This design comes from an exercise in tuning for small area on the open sky130 flow, not from production work.
Function was checked by simulation only, so behaviour that the tests miss may differ from the original.
Power and IR drop assume default switching activity.

Design b15, start of the top module:
module b15(BE_n, Address, W_R_n, D_C_n, M_IO_n, ADS_n, Datai, Datao, CLOCK, NA_n, BS16_n, READY_n, HOLD, RESET);
Size in the first run: ~2,600 cells after synthesis, ~380 flip-flops, about 110 I/O pins, roughly 0.026 mm2 of cells after synthesis.
export LEC_CHECK = 0
export CAP_MARGIN = 20
export CORE_MARGIN = 2
export CORE_UTILIZATION = 82
export PLACE_DENSITY = 0.9
export SLEW_MARGIN = 20
create_clock -name core_clock -period 10.0 [get_ports {CLOCK}]
standard.sh (not shown) runs the stock make flow with config.mk's settings and CLKGATE_MAP_FILE= SYNTH_SCRIPT=/design/flow/synth_recipe.tcl, a recipe that flattens the netlist after the stock synthesis.
==> flow/flow/run.sh <==
#!/bin/bash
set -euo pipefail
export BUFFER_PORTS_ARGS="-buffer_cell sky130_fd_sc_hd__buf_1"
export CTS_ARGS="-sink_clustering_enable -repair_clock_nets -dont_use_dummy_load -buf_list sky130_fd_sc_hd__clkbuf_8 -sink_clustering_size 16 -sink_clustering_max_diameter 50"
bash standard.sh > standard.log 2>&1
The baseline completed with no timing, DRC or antenna violations.
Edit:
==> flow/flow/run.sh (replaced) <==
#!/bin/bash
set -euo pipefail
export BUFFER_PORTS_ARGS="-buffer_cell sky130_fd_sc_hd__buf_1"
export CTS_ARGS="-sink_clustering_enable -repair_clock_nets -dont_use_dummy_load -buf_list sky130_fd_sc_hd__clkbuf_16 -sink_clustering_size 25 -sink_clustering_max_diameter 70"
bash standard.sh > standard.log 2>&1
- CORE_UTILIZATION: 82 -> 75
- PLACE_DENSITY: 0.9 -> 0.85
Effect:
- The changed run finished with timing, DRC and antenna clean
- clock-buffer cell count falls by 11
- via count decreases by about 6%
- total power shrinks by about 0.4%
- routed wire length shrinks by about 5.6%
- die area increases by 9.1%
- synthesized area is unchanged
- global-route usage is lower by 7.4 points
- final cell count increases by 1.3%
- first-iteration DRC count came out lower by about 47%
- cell area went up by 0.79%
Edit:
==> flow/flow/run.sh (replaced) <==
#!/bin/bash
set -euo pipefail
export BUFFER_PORTS_ARGS="-buffer_cell sky130_fd_sc_hd__buf_1"
export CTS_ARGS="-sink_clustering_enable -repair_clock_nets -dont_use_dummy_load -buf_list {sky130_fd_sc_hd__clkbuf_4 sky130_fd_sc_hd__clkbuf_8} -sink_clustering_size 12 -sink_clustering_max_diameter 40"
bash standard.sh > standard.log 2>&1
The new run went through all stages and came out clean.
Worst hold slack improves by 0.019 ns.
Via count is about the same.
Non-clock buffer count is unchanged.
Final cell count climbs by 0.68%.

---

nickel:
Starting RTL as in the previous note.
Settings: LEC_CHECK=0, CAP_MARGIN=0, CORE_MARGIN=2, CORE_UTILIZATION=75, PLACE_DENSITY=0.85, SLEW_MARGIN=0; clock period 10.0 ns.
==> flow/flow/run.sh <==
#!/bin/bash
set -euo pipefail
export BUFFER_PORTS_ARGS="-buffer_cell sky130_fd_sc_hd__buf_1"
export CTS_ARGS="-sink_clustering_enable -repair_clock_nets -dont_use_dummy_load -buf_list sky130_fd_sc_hd__clkbuf_8 -sink_clustering_size 16 -sink_clustering_max_diameter 50"
bash standard.sh > standard.log 2>&1
Here is what was changed in the inputs of fjord compared with nickel.
- changing CAP_MARGIN from 0 to 20
- changing SLEW_MARGIN from 0 to 20
- Sort nickel and fjord by peak fanout along the critical path, descending, and nickel comes first.
- Going from nickel to fjord, number of cells traversed by the worst register-to-register path shrinks by 3.
- fjord improves on nickel in power in the clock group.
- Starting DRC count in detailed routing in fjord is 29 below nickel.
- Between fjord and nickel, it is fjord whose part of the power in combinational logic is higher, by 0.5 points.
- nickel -> fjord: cell count flat
- Looking at nickel and fjord, the routed wire length is a wash.
- There was hardly any difference in switching power of the nets between fjord and nickel.
[inputs] cedar vs fjord
- a change of SLEW_MARGIN from 20 to 5
- a change of CAP_MARGIN from 20 to 5
[summary]
- cedar vs fjord: measured slew at the worst slew-check pin up in cedar
- In terms of power, cedar and fjord differ only marginally.
- For maximum frequency, cedar and fjord come out practically identical.
- Relative to fjord, cedar degrades via count.
- Compared with fjord, cedar shows count of buffers not belonging to the clock network in the layout lower by 2.
- Comparing fjord and cedar, worst setup timing slack at the placement stage is lower on cedar.
- Between cedar and fjord, the leakage power total figures differ only marginally.
- Comparing cedar with fjord, the final cell count came out essentially unchanged.
- There was hardly any difference in share of layout cells above drive strength 1 between fjord and cedar.
- Going from fjord to cedar, global-route wire length before repair increased by 0.39% relative to the old numbers; relative area change from synthesis to final layout decreased by 0.16 points relative to the old numbers.
Changes in zinc relative to cedar:
- changing SLEW_MARGIN from 5 to 20
- setting GPL_TIMING_DRIVEN to 0 for the first time
- changing CAP_MARGIN from 5 to 20
[summary]
- Of zinc and cedar, the lower latest clock arrival within the worst-skew pair belongs to zinc.
- Compared with cedar, zinc ends up with more cell area.
- zinc: share of total power consumed by net switching 1.5 points above cedar
- The run with more routed wire is zinc, not cedar.

## afterwards: timing with drivers on the ports
The flow's constraints put no driver on any port. The routed layouts listed below were extracted and timed again, unchanged, in two steps. Step 1 sets driving cells, clkbuf_16 on the clock port and buf_2 on the other inputs (assumed; they add their load-dependent delay and slew). Step 2 moves the port delays by t, midway between the first and last clock arrival at a register: inputs arrive t later, outputs are due t later. That takes back most of the time a late clock gives input paths. a / b / c = no drivers / after step 1 / after step 2; a / b = the first two.
run | t, ns | setup slack, ns | worst setup path after step 2 | worst slew at a driven data input, ns | pins driven straight from the clock port
the first run of note 1 | 0.640 | 0.518 / 0.518 / 0.518 | register to register | 0.05 | 1
the second run of note 1 | 0.621 | 0.738 / 0.738 / 0.738 | register to register | 0.04 | 1
the third run of note 1 | 0.697 | 0.754 / 0.754 / 0.754 | register to register | 0.04 | 1
nickel | 0.706 | 0.638 / 0.638 / 0.638 | register to register | 0.04 | 1
fjord | 0.677 | 0.658 / 0.658 / 0.658 | register to register | 0.04 | 1
cedar | 0.706 | 0.638 / 0.638 / 0.638 | register to register | 0.04 | 1
zinc | 0.627 | 0.438 / 0.438 / 0.438 | register to register | 0.04 | 1
After both steps every run listed still meets setup and hold.
